Source: an optimization exercise on an open RTL-to-GDS flow (aim: small area, a short achievable clock period and few clock cycles). Production flows keep margins and buffers that such runs may drop. In this exercise RTL edits were held to simulation tests only and were not proved equivalent to the original.

==> flow/design.v (excerpt) <==
module geofence (clk, reset, X, Y, R, valid, is_inside);
    input clk;
    input reset;
    input [9:0] X;
    input [9:0] Y;
    input [10:0] R;
    output valid;
    output is_inside;
    localparam SORT = 5'd24;
    reg [4:0] cyc;
    reg valid_r;
    reg fb;                  
    reg [1:0] sj;            
    reg [2:0] si;            
    reg [1:0] sph;           
    assign valid = valid_r;
    wire bad;                
    wire sort_done = (cyc == SORT) && (sph == 2'd2) && (sj == 2'd3) && (si == 3'd4);
    reg [4:0] cn;            
    reg [4:0] cw;            
    reg fbn;
    reg [1:0] sjn, sphn;
    reg [2:0] sin;
    always @(*) begin
        if (cyc == 5'd22)
            cn = (fb || !bad) ? 5'd23 : SORT;
        else if (cyc == 5'd23)
            cn = 5'd0;
        else if (cyc == SORT)
            cn = sort_done ? 5'd7 : SORT;
        else
            cn = cyc + 5'd1;
        if (cyc == 5'd23)
            cw = 5'd0;
        else if (cyc == SORT)
            cw = sort_done ? 5'd7 : SORT;
        else
            cw = cyc + 5'd1;
        fbn = (cyc == 5'd22 && !fb && bad) ? 1'b1 : (cyc == 5'd23) ? 1'b0 : fb;
        sphn = 2'd3; sjn = 2'd0; sin = 3'd0;
        if (cyc == SORT) begin
            sphn = (sph == 2'd2) ? 2'd0 : sph + 2'd1;
            sjn = (sph == 2'd2) ? sj + 2'd1 : sj;
            sin = (sph == 2'd2 && sj == 2'd3) ? si + 3'd1 : si;
        end
    end
    always @(posedge clk or posedge reset) begin
        if (reset) begin
            cyc <= 5'd0;
            valid_r <= 1'b0;
            fb <= 1'b0;
            sj <= 2'd0;
            si <= 3'd0;
            sph <= 2'd0;
        end else begin
            valid_r <= (cyc == 5'd22) && (fb || !bad);
            cyc <= cn;
            fb <= fbn;
            sj <= sjn;
            si <= sin;
            sph <= sphn;
        end
    end
    reg d_c6;
  ...
For scale: roughly 6500 cells after synthesis, ~740 flip-flops, about 35 I/O pins.
export LEC_CHECK = 0
export CAP_MARGIN = 20
export CORE_MARGIN = 2
export CORE_UTILIZATION = 35
export GPL_ROUTABILITY_DRIVEN = 1
export PLACE_DENSITY = 0.5
export SLEW_MARGIN = 20
create_clock -name core_clock -period 24.0 [get_ports {clk}]
standard.sh (not shown) runs the stock make flow with config.mk's settings and CLKGATE_MAP_FILE= SYNTH_SCRIPT=/design/flow/synth_recipe.tcl, a recipe that flattens the netlist after the stock synthesis.
==> flow/flow/run.sh <==
#!/bin/bash
set -euo pipefail
export SETUP_SLACK_MARGIN=17
bash standard.sh > standard_flow.log 2>&1
The first run completed with no timing, DRC or antenna violations.
Testbench counts at the start, summed over its fixed seeds: cycles 39,324.
Edit:
==> flow/run.sh (new file) <==
#!/bin/bash
# synth_recipe.tcl (not shown) runs the flow's synth.tcl, then flattens the netlist and writes it again
# the make line also repeats each setting of config.mk as NAME=value (left out here)
make -C /OpenROAD-flow-scripts/flow DESIGN_CONFIG=/design/flow/config.mk WORK_HOME=/design/flow/orfs CLKGATE_MAP_FILE= SYNTH_SCRIPT=/design/flow/synth_recipe.tcl finish
removed: flow/flow/run.sh
removed: flow/standard.sh
Register-to-register slack got worse by 0.48 ns.
Design area barely changes.
Wire length stays the same.
Synthesized cell count is unchanged.
Via count stays flat.
Non-clock buffer count goes down by 2.
Maximum frequency goes down by about 7%.
Edit:
==> flow/flow/run.sh (new file) <==
#!/bin/bash
set -euo pipefail
export SETUP_SLACK_MARGIN=19
bash standard.sh > standard_flow.log 2>&1
==> flow/standard.sh (new file) <==
#!/bin/bash
# synth_recipe.tcl (not shown) runs the flow's synth.tcl, then flattens the netlist and writes it again
# the make line also repeats each setting of config.mk as NAME=value (left out here)
make -C /OpenROAD-flow-scripts/flow DESIGN_CONFIG=/design/flow/config.mk WORK_HOME=/design/flow/orfs CLKGATE_MAP_FILE= SYNTH_SCRIPT=/design/flow/synth_recipe.tcl "${@:-finish}"
removed: flow/run.sh
Effect:
- The new run ran to the end with no violations
- clock-buffer cell count rose by 10
- utilization rose by 2.9 points
- global-route usage rose by 0.65 points
- register-to-register slack is better by 0.83 ns
- critical path depth does not change

static timing again, ports no longer ideal:
Ports are ideal in the flow. The routed layouts listed here were re-timed in OpenROAD. Step 1 (the two cells are an assumption about what drives the block):
set clk [get_ports {clk}]
set_driving_cell -lib_cell sky130_fd_sc_hd__clkbuf_16 $clk
set_driving_cell -lib_cell sky130_fd_sc_hd__buf_2 [delete_from_list [all_inputs] $clk]
Step 2, shift: input delay + t, output delay - t, t = (earliest + latest rising clock arrival at the registers) / 2. This alone moves slack from input paths to output paths. Three values: ideal, step 1, step 2; two values: the first two.
| run | shift t [ns] | setup WS [ns] | worst setup path at the end | latest minus earliest clock arrival (ns) |
|---|---|---|---|---|
| the first run | 0.776 | 17.363 / 17.363 / 16.936 | input to register | 0.047 / 0.047 |
| the second run | 0.776 | 16.886 / 16.886 / 16.886 | register to register | 0.044 / 0.043 |
| the third run | 0.788 | 17.716 / 17.716 / 17.716 | register to register | 0.085 / 0.085 |
After both steps every run listed still meets setup and hold. For the first run, which loses most, drivers alone change the setup slack by 0.000 ns; drivers and shift together by -0.427 ns.
